This design comes from an exercise in tuning for small area, a short achievable clock period and few clock cycles per item on the open sky130 flow, not from production work.
Function was checked by simulation only, so behaviour that the tests miss may differ from the original.
Power is estimated from default activity; no workload was simulated.

==> flow/design.v (outline; a module is shown in full before it is edited, if it fits) <==
// module ml_accel: 1045 lines
// module fa_cell: 4 lines
module ml_accel(
    input wire clk,
    input wire rst,
    input wire w_en,
    input wire r_en,
    input wire [5:0] addr,
    input wire [31:0] w_data,
    output reg [31:0] r_data,
    output reg done
    );
  // ...
==> flow/run.sh <==
#!/bin/bash
# synth_recipe.tcl (not shown) runs the flow's synth.tcl, then flattens the netlist and writes it again
# the make line also repeats each setting of config.mk as NAME=value (left out here)
make -C /OpenROAD-flow-scripts/flow DESIGN_CONFIG=/design/flow/config.mk WORK_HOME=/design/flow/orfs CLKGATE_MAP_FILE= SYNTH_SCRIPT=/design/flow/synth_recipe.tcl finish
==> flow/config.mk <==
export PLATFORM = sky130hd
export DESIGN_NAME = ml_accel
export DESIGN_NICKNAME = ml_accel
export VERILOG_FILES = /design/flow/design.v
export SDC_FILE = /design/flow/constraint.sdc
export NUM_CORES = 4
export LEC_CHECK = 0
export ABC_AREA = 1
export CAP_MARGIN = 20
export CORE_MARGIN = 2
export CORE_UTILIZATION = 40
export SETUP_SLACK_MARGIN = 5
export SLEW_MARGIN = 20
export SYNTH_HIERARCHICAL = 1
export SYNTH_MINIMUM_KEEP_SIZE = 0
==> flow/constraint.sdc <==
create_clock -name core_clock -period 10.0 [get_ports {clk}]
set_input_delay 2.0000 -clock core_clock [delete_from_list [all_inputs] [get_ports {clk}]]
set_output_delay 2.0000 -clock core_clock [all_outputs]
set_load 0.01 [all_outputs]
==> key figures, run 1 <==
Power
  – Tot Pwr: around 8.5 mW
  – Power Dens Cells: between 200 and 250 mW/mm²
  – NetSw: about 3.5 mW
  – Comb pwr share: 51.1%
  – VDD IR max: 0.153 mV

Critical path
  – CP most frequent cell: buf_12
  – CP max stage cell: buf_12
  – Crit. End Element: primary output
  – Crit path DAT: ~3.3 ns

Placed design
  – Pre-CTS WS: between 3 and 4 ns
  – Input/output buffers: between 70 and 80
  – DP HPWL: approximately 61000 µm
  – Area after DPL: 0.0314 mm²
  – Placed cell count: 4000

Layout
  – Fillers: just under 7000
  – Commonest non-fill, non-tap cell in the layout: nand2_1
  – Seq. cell area: 0.0116 mm²
  – Most frequent cells in the layout: nand2_1, xor2_1, fa_1, edfxtp_1, o22ai_1
  – Largest class: multi-input gates
  – Multi-input logic area: 0.0172 mm²

Clocking
  – Clock tree buffer depth: 3
  – Clock latency (worst-skew pair): 0.62 ns

GRT
  – First-pass GRT wire length: about 140000 µm
  – GRT busiest layer: met2
  – Vias in the first global route: 23385

Floorplan
  – Die height: about 280 µm
  – Core Region: between 0.07 and 0.08 mm²
  – Top-level port count: 75

Hold path
  – Hold Crit Class: reg -> reg

Logic synthesis
  – Count leader, synth: nand2_1
  – XOR/XNOR Fraction of Synth Area: ~8.2%
  – Top FF cell, synth: edfxtp_1
  – Netlist cell types: 48
  – Post-synth top area share: between 20% and 30%
  – Post-synth ARST share: 24.5%
  – Largest family of logic cells by synthesized area: adder cells

Outcome
  – Status: finished clean

Routing
  – WL met3: roughly 7000 µm
  – M1 WL: 39100 µm

Timing
  – # setup viols final: 0
Testbench counts, summed over its fixed seeds: cycles 30,962, items 4,000.
==> run 2, diff against run 1 <==
--- a/flow/config.mk
+++ b/flow/config.mk
@@ -9,7 +9,7 @@
 export CAP_MARGIN = 20
 export CORE_MARGIN = 2
 export CORE_UTILIZATION = 40
-export SETUP_SLACK_MARGIN = 5
+export SETUP_SLACK_MARGIN = 4.5
 export SLEW_MARGIN = 20
 export SYNTH_HIERARCHICAL = 1
 export SYNTH_MINIMUM_KEEP_SIZE = 0
==> run 2 against run 1 <==
Effect of this change: critical path type unchanged; area after synthesis is the same; setup slack lost 0.15 ns; via count shrank 2.4%; die area is the same; largest power group unchanged; synthesized cell count is the same; register-to-register slack lost 0.44 ns; worst hold slack lost 0.011 ns.
==> key figures, run 2 <==
Timing
  – Setup WS post-layout: 4.55 ns
  – Crit share post-route: 54.5%
  – Clock skew after layout: 0.0535 ns
  – Final Max Slew Viols: 0
  – Worst-margin pin slew: 1.07 ns
  – Slew HR: 28.8%
  – Period minus WS final: 5.45 ns
  – RSZ-0062 raised after global routing: true
  – # setup viols final: 0 (unchanged)
  – Max Freq: 183 MHz
  – Final Hold Fails: 0
  – Setup_tns: 0 ns

GRT
  – GRT overflow: 0
  – Gr usage total: approximately a quarter
  – First-pass GRT wire length: 139000 µm (-1.8%)
  – Vias in the first global route: 23039 (-1.5%)
  – Largest net degree at the start of global routing: 73
  – Antenna violations before repair: 1

Layout
  – Most frequent cells in the layout: nand2_1, xor2_1, fa_1, edfxtp_1, o22ai_1
  – Final #Nets: 3501
  – Non-filler instance count after layout: 4110
  – Share of post-route cells with drive strength above 1: 7.55%
  – Area Overhead vs Synth: 12.8%
  – # diodes: 0
  – Commonest non-fill, non-tap cell in the layout: nand2_1
  – Largest registers: vec_a x128, vec_b x128

Placed design
  – DP HPWL: 61300 µm (unchanged)
  – Placed cell count: 4000 (unchanged)
  – Input/output buffers: 74 (unchanged)
  – Pre-CTS WS: 3.45 ns (unchanged)
  – Placer's final routability congestion estimate: 0.949

Floorplan
  – Core Region: 0.0733 mm² (unchanged)
  – Die height: 277 µm (unchanged)
  – Row count: slightly below 100
  – Die area: roughly 0.077 mm²
  – Die X: 277 µm
  – Top-level port count: 75 (unchanged)
  – Initial core utilization: 40.5%

Logic synthesis
  – Post-synthesis register bit count: 424
  – Top cells by area, synth: edfxtp_1, fa_1, dfrtp_1, xor2_1, nand2_1
  – Count leader, synth: nand2_1
  – Post-synth top area share: 25.9% (unchanged)
  – Cells after Synth: about 3100
  – Register area share after synthesis: 38.9%
  – Synth Cell Area: 0.0297 mm²
  – Netlist cell types: 48 (unchanged)
  – Mapped Nets: 3476
  – Post-synth ARST share: 24.5% (unchanged)
  – Ys Warns: 9
  – Post-synth top cells: nand2_1, xor2_1, fa_1
  – Number of synthesized flops with an enable pin: 256
  – Top FF cell, synth: edfxtp_1
  – Largest area contributor in the netlist: edfxtp_1
  – Mean Syn Cell Area: 9.63 µm²

Hold path
  – Hold Crit Class: reg -> reg

Routing
  – Per-cell routed wire length: ~22 µm
  – Starting DRT DRC Count: ~2300
  – Routed via count: 23056
  – Via-per-instance ratio: 5.61
  – ANT nets after route: 0
  – Drc violations: 0
  – Drt first pass iters: 6
  – WL final: 89400 µm

Critical path
  – Slack of the worst reg-to-reg path: approximately 4.7 ns
  – Crit path DAT: 3.45 ns (+0.15 ns)
  – Crit-path max FO: 16
  – Worst setup SP type: input port
  – WP data required: 8.00 ns
  – Kind of critical path: in -> out
  – Crit. End Element: primary output

Clocking
  – H-tree levels: 2
  – Clock latency (worst-skew pair): 0.62 ns (about the same)
  – Clock tree buffer depth: 3 (unchanged)
  – Cell at the root of the clock tree: clkbuf_16
  – CTS tree: built
  – CTS Sinks: 424
  – Clk slew on worst S/H paths: 0.06 ns
  – CTS buffer count: 48

Power
  – VDD IR max: 0.144 mV (-6.0%)
  – Power Dens Cells: 249 mW/mm² (+3.2%)
  – Leakage power: 14.8 nW

Run
  – Max_cap viols: 0

Outcome
  – Status: finished clean
[run 2: through the flow]
stage / hold WS [ns] / area [µm²] / utilization (%) / total power, mW
6_report: 0.469 / 33500 / 45.7 / 8.36
5_1_grt: 0.493 / 33500 / 45.7 / 9.10
4_1_cts: 0.475 / 33400 / 45.6 / 8.44
3_5_place_dp: 0.455 / 31400 / 42.8 / 6.51
3_3_place_gp: 0.456 / 31400 / 42.8 / 6.40
2_1_floorplan: 0.437 / 29700 / - / 5.36
[run 2: timing repair]
item	4_1_cts	5_1_grt
hold buffers	0	0
setup endpoints to repair	73	55
cloned	6	1
setup buffers	5	8
resized for setup	92	38
pin swaps	1	1
[run 2: metal layers]
layer  GRT usage (%)  wire [µm]  vias up
met5               0          0        -
li1                -          -    10573
met3            3.46       6180      162
met1            31.8      38400    11327
met4            7.68       2810        0
met2            38.2      42100      994
[run 2: logic make-up after synthesis]
kind of cell	count (synthesis)	share of synthesized area [%]
fa+ha+maj	348	21.1
compound gates	692	13.4
xor+xnor	280	8.25
mux	1	0.0337
flops	424	38.9
buf+inv	416	5.45
simple gates	925	12.8
[run 2: final timing paths]
check	to	from	cells past startpoint
max reg2reg	acc_s[31]$_DFF_PP0_	other[15]$_DFF_P_	21
max in group asynchronous	acc_s[21]$_DFF_PP0_	rst	3
min	result[19]$_DFF_PP0_	result[19]$_DFF_PP0_	2
max	r_data[8]	addr[5]	7
min in group asynchronous	result[1]$_DFF_PP0_	rst	2
min reg2reg	result[19]$_DFF_PP0_	result[19]$_DFF_PP0_	2
[run 2: worst max-delay path, stage by stage]
cell and delay, ns:
clkdlybuf4s50_1 0.50, nand2_2 0.09, nor2_4 0.11, nand3_4 0.14
buf_12 0.19, a21oi_1 0.13, dlygate4sd2_1 0.28
[run 2: modules after synthesis (local to each module, per instance)]
module    flops+latches  times used  cells  area [µm²]
fa_cell               0         255      1        20.0
ml_accel            424           1   2831       24600
[run 2: power breakdown]
part           internal, mW  switching (mW)
sequential             2.12           0.172
combinational          1.73            2.46
clock                  1.11           0.761
[run 2: layout make-up]
| type | instances | area (µm²) |
|---|---|---|
| Clock buffer | 67 | 1430 |
| Clock inverter | 23 | 275 |
| Inverter | 250 | 966 |
| Tap cell | 959 | 1200 |
| Timing Repair Buffer | 139 | 1410 |
| Fill cell | 6954 | 39800 |
| Multi-Input combinational cell | 2246 | 16700 |
| Sequential cell | 424 | 11600 |
| Timing Repair inverter | 2 | 10.0 |
==> run 3, diff against run 2 <==
--- a/flow/config.mk
+++ b/flow/config.mk
@@ -8,7 +8,8 @@
 export ABC_AREA = 1
 export CAP_MARGIN = 20
 export CORE_MARGIN = 2
-export CORE_UTILIZATION = 40
+export CORE_UTILIZATION = 60
+export CTS_BUF_LIST = sky130_fd_sc_hd__clkbuf_4 sky130_fd_sc_hd__clkbuf_8
 export SETUP_SLACK_MARGIN = 4.5
 export SLEW_MARGIN = 20
 export SYNTH_HIERARCHICAL = 1
==> run 3 against run 2 <==
Effect of this change: combinational power is 4% higher; via count is 4.7% higher; first-iteration DRC count is 3.4% higher; die area is 33% lower.
==> key figures, run 3 <==
Floorplan
  – Die area: 0.0513 mm² (-33%)
  – Core Region: 0.0490 mm² (-33%)
  – Row count: 81 (-18%)
  – Die height: 227 µm (-18%)
  – Top-level port count: 75 (unchanged)
  – Die X: 227 µm (-18%)
  – Initial core utilization: 60.7% (+20 points)

Power
  – NetSw: 3.49 mW (+2.8%)
  – Power Dens Cells: 249 mW/mm² (about the same)
  – Leakage power: 15.0 nW (+1.1%)
  – Comb pwr share: 52.2% (+2.0 points)
  – Sequential power share: 27.6% (+0.2 points)
  – Tot Pwr: 8.32 mW (-0.44%)
  – Int Pwr: 4.83 mW (-2.6%)
  – Sw Ratio: 42.0% (+1.3 points)
  – VDD IR max: 0.178 mV (+24%)
  – Clock Power Share: 20.2% (-2.2 points)

Timing
  – RSZ-0062 raised after global routing: true
  – Setup_tns: 0 ns (unchanged)
  – Worst-margin pin slew: 1.17 ns (+0.101 ns)
  – Crit share post-route: 55.0% (+0.43 points)
  – Max Freq: 182 MHz (-0.79%)
  – Period minus WS final: 5.50 ns (+0.0432 ns)
  – Clock skew after layout: 0.0557 ns (+0.00217 ns)
  – Final Max Slew Viols: 0 (unchanged)
  – Hold WS: 0.480 ns (+0.0108 ns)
  – # setup viols final: 0 (unchanged)
  – Final Hold Fails: 0 (unchanged)
  – Slew HR: 22.1% (-6.8 points)

Logic synthesis
  – Post-synth top cells: nand2_1, xor2_1, fa_1
  – Post-synthesis simple-gate area fraction: 12.8% (unchanged)
  – Compound-Gate Fraction of Synth Area: 13.4% (unchanged)
  – Count leader, synth: nand2_1
  – Mean Syn Cell Area: 9.63 µm² (unchanged)
  – Number of synthesized flops with an enable pin: 256 (unchanged)
  – Post-synth top area share: 25.9% (unchanged)
  – Register area share after synthesis: 38.9% (unchanged)
  – Largest area contributor in the netlist: edfxtp_1
  – Cells after Synth: 3086 (unchanged)
  – Largest family of logic cells by synthesized area: adder cells
  – Top cells by area, synth: edfxtp_1, fa_1, dfrtp_1, xor2_1, nand2_1
  – Mux contribution to synthesized area: 0.0337% (unchanged)
  – Post-synthesis register bit count: 424 (unchanged)
  – Mapped Nets: 3476 (unchanged)
  – Ys Warns: 9 (unchanged)
  – Post-Synth Adder-Cell Area: 21.1% (unchanged)
  – Netlist cell types: 48 (unchanged)
  – Top FF cell, synth: edfxtp_1
  – Post-synth ARST share: 24.5% (unchanged)
  – XOR/XNOR Fraction of Synth Area: 8.25% (unchanged)
  – Synth Cell Area: 0.0297 mm² (unchanged)

Hold path
  – Hold Crit Class: reg -> reg
  – Hold Crit Start: vb[2]$_DFFE_PP0P_

Routing
  – Starting DRT DRC Count: 2422 (+3.4%)
  – WL final: 91100 µm (+1.9%)
  – ANT nets after route: 0 (unchanged)
  – Via-per-instance ratio: 6.21 (+11%)
  – Drc violations: 0 (unchanged)
  – Drt first pass iters: 8 (+2)
  – Per-cell routed wire length: 23.4 µm (+7.8%)
  – Routed via count: 24132 (+4.7%)

Critical path
  – WP data required: 8.00 ns (about the same)
  – Worst setup SP type: input port
  – Crit. End Element: primary output
  – Worst Setup SP: addr[4]
  – Crit path DAT: 3.50 ns (+0.05 ns)
  – Crit-path max FO: 9 (-7)
  – Kind of critical path: in -> out
  – Reg-to-reg critical path startpoint: other[13]$_DFF_P_

Clocking
  – H-tree levels: 3 (+1)
  – Clk slew on worst S/H paths: 0.07 ns (about the same)
  – Clock tree buffer depth: 3 (unchanged)
  – Clock latency (worst-skew pair): 0.69 ns (+0.07 ns)
  – Cell at the root of the clock tree: clkbuf_8
  – CTS tree: built
  – Cts-stage hold buffer count: 0 (unchanged)
  – CTS Sinks: 424 (unchanged)
  – CTS buffer count: 73 (+52%)

Placed design
  – DP HPWL: 62700 µm (+2.2%)
  – Input/output buffers: 74 (unchanged)
  – Placer's final routability congestion estimate: 0.947 (-0.15%)

Layout
  – # diodes: 0 (unchanged)
  – Most frequent cells in the layout: nand2_1, xor2_1, fa_1, edfxtp_1, o22ai_1
  – Commonest non-fill, non-tap cell in the layout: nand2_1
  – Area Overhead vs Synth: 12.3%
  – Share of post-route cells with drive strength above 1: 10.4% (+2.9 points)
  – Final #Nets: 3556 (+1.6%)
  – Largest registers: vec_a x128, vec_b x128

Outcome
  – Status: finished clean

GRT
  – Antenna violations before repair: 2 (+1)
  – First-pass GRT wire length: 138000 µm (-0.58%)
  – Largest net degree at the start of global routing: 90 (+23%)
  – Vias in the first global route: 23875 (+3.6%)
  – Gr usage total: 35.8% (+12 points)
  – GRT overflow: 0 (unchanged)

Run
  – Max_cap viols: 0 (unchanged)
## run 3: cell type report
| type | count | area [µm²] |
|---|---|---|
| multi-input combinational | 2249 | 16800 |
| fill | 3854 | 15600 |
| sequential | 424 | 11600 |
| timing repair buffer | 168 | 1650 |
| clock buffer | 101 | 1250 |
| inverter | 250 | 963 |
| tap | 664 | 831 |
| clock inverter | 31 | 302 |
## run 3: cells by family after synthesis
family,Yosys count
compound gates,692
xor+xnor,280
fa+ha+maj,348
buf+inv,416
flops,424
mux,1
simple gates,925
## run 3: power by group through the flow
stage,Sequential [mW],Combinational (mW),Clock (mW)
floorplan,2.24,3.12,0
global placement,2.32,4.05,0
detailed placement,2.33,4.28,0
CTS,2.29,4.33,1.71
global route,2.31,4.93,1.78
finish,2.29,4.35,1.68
## run 3: stage by stage
stage,cell area [µm²],cells,setup WS [ns],utilization [%]
floorplan,29700,3086,4.94,-
global placement,31000,3704,2.67,63.4
detailed placement,31100,3707,2.53,63.6
CTS,33000,3858,4.27,67.4
global route,33400,3887,4.43,68.2
finish,33400,3887,4.50,68.2
## run 3: path summary, 6_finish.rpt
check / endpoint / slack [ns] / depth (start not counted)
worst max-delay path: r_data[23] / 4.50 / 12
worst min-delay path: vb[2]$_DFFE_PP0P_ / 0.48 / 1
worst max register to register: acc_s[28]$_DFF_PP0_ / 4.73 / 13
worst min register to register: vb[2]$_DFFE_PP0P_ / 0.48 / 1
max in group asynchronous: acc_s[22]$_DFF_PP0_ / 6.98 / 3
min in group asynchronous: acc_s[0]$_DFF_PP0_ / 1.77 / 2
## run 3: critical path, stage by stage
cell,delay [ns]
clkbuf_4,0.17
clkinvlp_4,0.11
buf_12,0.10
nand2_2,0.06
nor2_4,0.11
buf_4,0.12
buf_4,0.10
buf_12,0.10
nand3_4,0.12
buf_4,0.21
a21oi_2,0.11
buf_2,0.16
## run 3: layer usage
layer  part of all wire [%]  wire [µm]  global-route usage, %
met5                  0.018         16                      0
met4                    4.9       4470                   17.8
met3                    9.0       8200                   7.58
met2                     48      43600                   58.4
met1                     38      34800                   45.5
## run 3: Yosys stat by module (local to each module, per instance)
| module | copies in the design | cells | flip-flops and latches | area [µm²] |
|---|---|---|---|---|
| fa_cell | 255 | 1 | 0 | 20.0 |
| ml_accel | 1 | 2831 | 424 | 24600 |
## run 3: what timing repair did
action	4_1_cts	5_1_grt
resized for setup	129	53
setup buffers	14	26
pin swaps	16	8
cloned	5	2
setup endpoints to repair	76	65
==> run 4, diff against run 3 <==
==> flow/flow/run.sh (new file) <==
#!/bin/bash
# Standard layout, with the port buffers made from buf_2 cells instead of
# the default (a delay-buffer cell that repair cannot resize away).
set -euo pipefail
export BUFFER_PORTS_ARGS="-buffer_cell sky130_fd_sc_hd__buf_2"
bash standard.sh > standard.log 2>&1
==> flow/standard.sh (new file) <==
#!/bin/bash
# synth_recipe.tcl (not shown) runs the flow's synth.tcl, then flattens the netlist and writes it again
# the make line also repeats each setting of config.mk as NAME=value (left out here)
make -C /OpenROAD-flow-scripts/flow DESIGN_CONFIG=/design/flow/config.mk WORK_HOME=/design/flow/orfs CLKGATE_MAP_FILE= SYNTH_SCRIPT=/design/flow/synth_recipe.tcl "${@:-finish}"
--- a/flow/config.mk
+++ b/flow/config.mk
@@ -8,8 +8,7 @@
 export ABC_AREA = 1
 export CAP_MARGIN = 20
 export CORE_MARGIN = 2
-export CORE_UTILIZATION = 60
-export CTS_BUF_LIST = sky130_fd_sc_hd__clkbuf_4 sky130_fd_sc_hd__clkbuf_8
+export CORE_UTILIZATION = 40
 export SETUP_SLACK_MARGIN = 4.5
 export SLEW_MARGIN = 20
 export SYNTH_HIERARCHICAL = 1
removed: flow/run.sh
==> run 4 against run 3 <==
Effect of this change: critical path depth decreased by 3; non-clock buffer count is 43 lower; largest power group unchanged; clock power grew 4%; critical path type unchanged; setup slack gained 0.057 ns; sequential share of layout area grew 0.60 points; area after synthesis unchanged; count of clock-buffer cells in the layout is 47 lower.
==> key figures, run 4 <==
Floorplan
  – Row count: 99 (+22%)
  – Top-level port count: 75 (unchanged)
  – Die X: 277 µm (+22%)
  – Die area: 0.0765 mm² (+49%)
  – Die height: 277 µm (+22%)
  – Initial core utilization: 40.5% (-20 points)
  – Core Region: 0.0733 mm² (+50%)

Logic synthesis
  – Netlist cell types: 48 (unchanged)
  – Mapped Nets: 3476 (unchanged)
  – Post-synth top cells: nand2_1, xor2_1, fa_1
  – Post-synthesis register bit count: 424 (unchanged)
  – Synth Cell Area: 0.0297 mm² (unchanged)
  – Mean Syn Cell Area: 9.63 µm² (unchanged)
  – Largest area contributor in the netlist: edfxtp_1
  – Top FF cell, synth: edfxtp_1
  – Top cells by area, synth: edfxtp_1, fa_1, dfrtp_1, xor2_1, nand2_1
  – Post-synth ARST share: 24.5% (unchanged)
  – Post-synth top area share: 25.9% (unchanged)
  – Count leader, synth: nand2_1
  – Ys Warns: 9 (unchanged)
  – Number of synthesized flops with an enable pin: 256 (unchanged)
  – Register area share after synthesis: 38.9% (unchanged)
  – Cells after Synth: 3086 (unchanged)

Critical path
  – WP data required: 8.00 ns (about the same)
  – Worst r2r path cells: 19 (+6)
  – Crit path DAT: 3.44 ns (-0.06 ns)
  – Worst setup SP type: input port
  – Kind of critical path: in -> out
  – Worst r2r dst: acc_s[31]$_DFF_PP0_
  – Slack of the worst reg-to-reg path: 4.71 ns (-0.02 ns)
  – Crit. End Element: primary output
  – Reg-to-reg critical path startpoint: other[23]$_DFF_P_
  – Crit-path max FO: 34 (+25)

Timing
  – Setup_tns: 0 ns (unchanged)
  – Final Hold Fails: 0 (unchanged)
  – Slew HR: 21.2% (-0.89 points)
  – # setup viols final: 0 (unchanged)
  – Crit share post-route: 54.4% (-0.57 points)
  – Final Max Slew Viols: 0 (unchanged)
  – Clock skew after layout: 0.0377 ns (-0.0180 ns)
  – Period minus WS final: 5.44 ns (-0.0566 ns)
  – Worst-margin pin slew: 1.18 ns (+0.0134 ns)
  – Max Freq: 184 MHz (+1.0%)
  – RSZ-0062 raised after global routing: false

Clocking
  – Clock tree buffer depth: 3 (unchanged)
  – Clock latency (worst-skew pair): 0.63 ns (-0.06 ns)
  – CTS Sinks: 424 (unchanged)
  – CTS buffer count: 46 (-37%)
  – CTS tree: built
  – Clk slew on worst S/H paths: 0.06 ns (about the same)
  – H-tree levels: 2 (-1)
  – Cell at the root of the clock tree: clkbuf_16

GRT
  – First-pass GRT wire length: 133000 µm (-3.3%)
  – Vias in the first global route: 22109 (-7.4%)
  – GRT overflow: 0 (unchanged)
  – Gr usage total: 22.4% (-13 points)
  – Largest net degree at the start of global routing: 98 (+8.9%)
  – Met1 GRT Util: 30.9% (-15 points)
  – Global-route track usage on met3: 3.50% (-4.1 points)
  – GRT busiest layer: met2
  – Antenna violations before repair: 1 (-1)
  – Met2 usage: 36.2% (-22 points)

Power
  – VDD IR max: 0.146 mV (-18%)
  – Int Pwr: 4.80 mW (-0.64%)
  – Leakage power: 14.6 nW (-2.5%)
  – Sequential power share: 28.0% (+0.4 points)
  – Sw Ratio: 41.4% (-0.61 points)
  – Comb pwr share: 50.7% (-1.5 points)
  – Tot Pwr: 8.18 mW (-1.7%)
  – Clock Power Share: 21.3% (+1.1 points)
  – Power Dens Cells: 249 mW/mm² (about the same)
  – NetSw: 3.38 mW (-3.1%)

Routing
  – Drt first pass iters: 6 (-2)
  – Starting DRT DRC Count: 2121 (-12%)
  – Via-per-instance ratio: 5.56 (-11%)
  – Per-cell routed wire length: 21.4 µm (-8.8%)
  – Drc violations: 0 (unchanged)
  – WL final: 87400 µm (-4.1%)
  – Routed via count: 22717 (-5.9%)
  – ANT nets after route: 0 (unchanged)

Layout
  – Largest registers: vec_a x128, vec_b x128
  – # diodes: 0 (unchanged)
  – Final #Nets: 3484 (-2.0%)
  – Fillers: 7017 (+82%)
  – Share of post-route cells with drive strength above 1: 8.43% (-2.0 points)
  – Most frequent cells in the layout: nand2_1, xor2_1, fa_1, edfxtp_1, o22ai_1
  – Non-filler instance count after layout: 4089 (+5.2%)
  – Post-route cell area: 0.0328 mm² (-1.7%)
  – Area Overhead vs Synth: 10.4%
  – Commonest non-fill, non-tap cell in the layout: nand2_1

Placed design
  – Placed cell count: 3997 (+7.8%)
  – Input/output buffers: 74 (unchanged)
  – Placer's final routability congestion estimate: 0.922 (-2.7%)
  – Area after DPL: 0.0310 mm² (-0.24%)
  – DP HPWL: 60800 µm (-2.9%)

Hold path
  – Hold Crit Class: reg -> reg
  – Hold Path Stages: 1 (unchanged)
  – Hold-critical path endpoint: vb[2]$_DFFE_PP0P_
  – Hold Crit Start: vb[2]$_DFFE_PP0P_

Outcome
  – Status: finished clean

Run
  – Max_cap viols: 0 (unchanged)
-- run 4: cell counts after synthesis --
Identical to the previous run, type by type.
-- run 4: worst max-delay path by stage --
stage / slack (ns) / cells past startpoint / end / from
floorplan: 4.94 / 7 / r_data[21] / addr[4]
global placement: 3.25 / 9 / r_data[30] / addr[4]
detailed placement: 3.15 / 9 / r_data[2] / addr[4]
CTS: 4.49 / 8 / r_data[2] / addr[3]
global route: 4.49 / 9 / r_data[2] / addr[4]
finish: 4.56 / 9 / r_data[2] / addr[4]
-- run 4: worst max-delay path, cell delays in order --
cell       delay (ns)
buf_2            0.21
buf_16           0.21
clkinv_16        0.11
nand2_1          0.07
nor2_1           0.11
nand3_1          0.13
buf_8            0.20
a211oi_1         0.20
buf_2            0.17
-- run 4: power groups by stage --
stage	clock [mW]	combinational, mW	sequential [mW]
2_1_floorplan	0	3.12	2.24
3_3_place_gp	0	4.07	2.32
3_5_place_dp	0	4.17	2.33
4_1_cts	1.78	4.19	2.29
5_1_grt	1.85	4.77	2.31
6_report	1.74	4.15	2.29
-- run 4: logic make-up after synthesis --
group                    after synthesis  synth area share, %
XOR/XNOR                             280                 8.25
AO/OA/AOI/OAI                        692                 13.4
AND/OR/NAND/NOR                      925                 12.8
adder cells (fa/ha/maj)              348                 21.1
multiplexers                           1               0.0337
flip-flops                           424                 38.9
buffers and inverters                416                 5.45
-- run 4: layer usage --
layer / up-vias / wire, µm
li1: 10536 / -
met4: 2 / 2830
met3: 158 / 6230
met5: - / 7
met1: 11125 / 37600
met2: 896 / 40800
-- run 4: final cells by class --
cell class	instances	area (µm²)	share of cell area (%)
Clock inverter	30	330	1.01
Inverter	250	980	2.99
Multi-Input combinational cell	2246	16600	50.7
Sequential cell	424	11600	35.3
Timing Repair inverter	1	5.00	0.0153
Tap cell	959	1200	3.66
Clock buffer	54	1200	3.66
Timing Repair Buffer	125	880	2.68
-- run 4: metrics by stage --
step | setup WS (ns) | utilization (%) | hold WS, ns
after CTS | 4.49 | 44.5 | 0.471
final | 4.56 | 44.7 | 0.470
after global placement | 3.25 | 42.3 | 0.455
after global routing | 4.49 | 44.7 | 0.479
after floorplan | 4.94 | - | 0.437
after detailed placement | 3.15 | 42.3 | 0.455
-- run 4: timing repair --
action / CTS / global route
buffers inserted: 0 / 4
gates resized for setup: 9 / 27
gates cloned: 0 / 4
hold buffers: 0 / 0
pin swaps: 0 / 1
setup endpoints to repair: 34 / 49
-- run 4: Yosys stat by module (local to each module, per instance) --
module | cells inside | cell area [µm²] | copies in the design | flops+latches
ml_accel | 2831 | 24600 | 1 | 424
fa_cell | 1 | 20.0 | 255 | 0

## separate check: timing with driven ports
The flow's constraints put no driver on any port. The routed layouts listed below were extracted and timed again, unchanged, in two steps. Step 1 assumes that a clkbuf_16 drives the clock port and a buf_2 every other input. Step 2 adds t to the input delays and takes it off the output delays; t is the mean of the earliest and latest rising clock arrival at the registers after step 1. Input paths then give back, and output paths get back, about the clock's delay inside the block. a / b / c = ideal ports / drivers / drivers and shift; a / b = the first two.
run | t, ns | setup WS [ns] | worst setup path after step 2 | cell pins on the clock port's net
run 1 | 0.654 | 4.695 / 4.647 / 4.516 | input to register | 1
run 2 | 0.655 | 4.547 / 4.513 / 4.114 | input to register | 1
run 3 | 0.724 | 4.504 / 4.481 / 4.227 | input to register | 1
run 4 | 0.673 | 4.561 / 4.539 / 4.378 | input to register | 1
After both steps setup and hold are still met in every run listed. For run 2, which loses most, drivers alone change the setup slack by -0.034 ns; drivers and shift together by -0.433 ns.
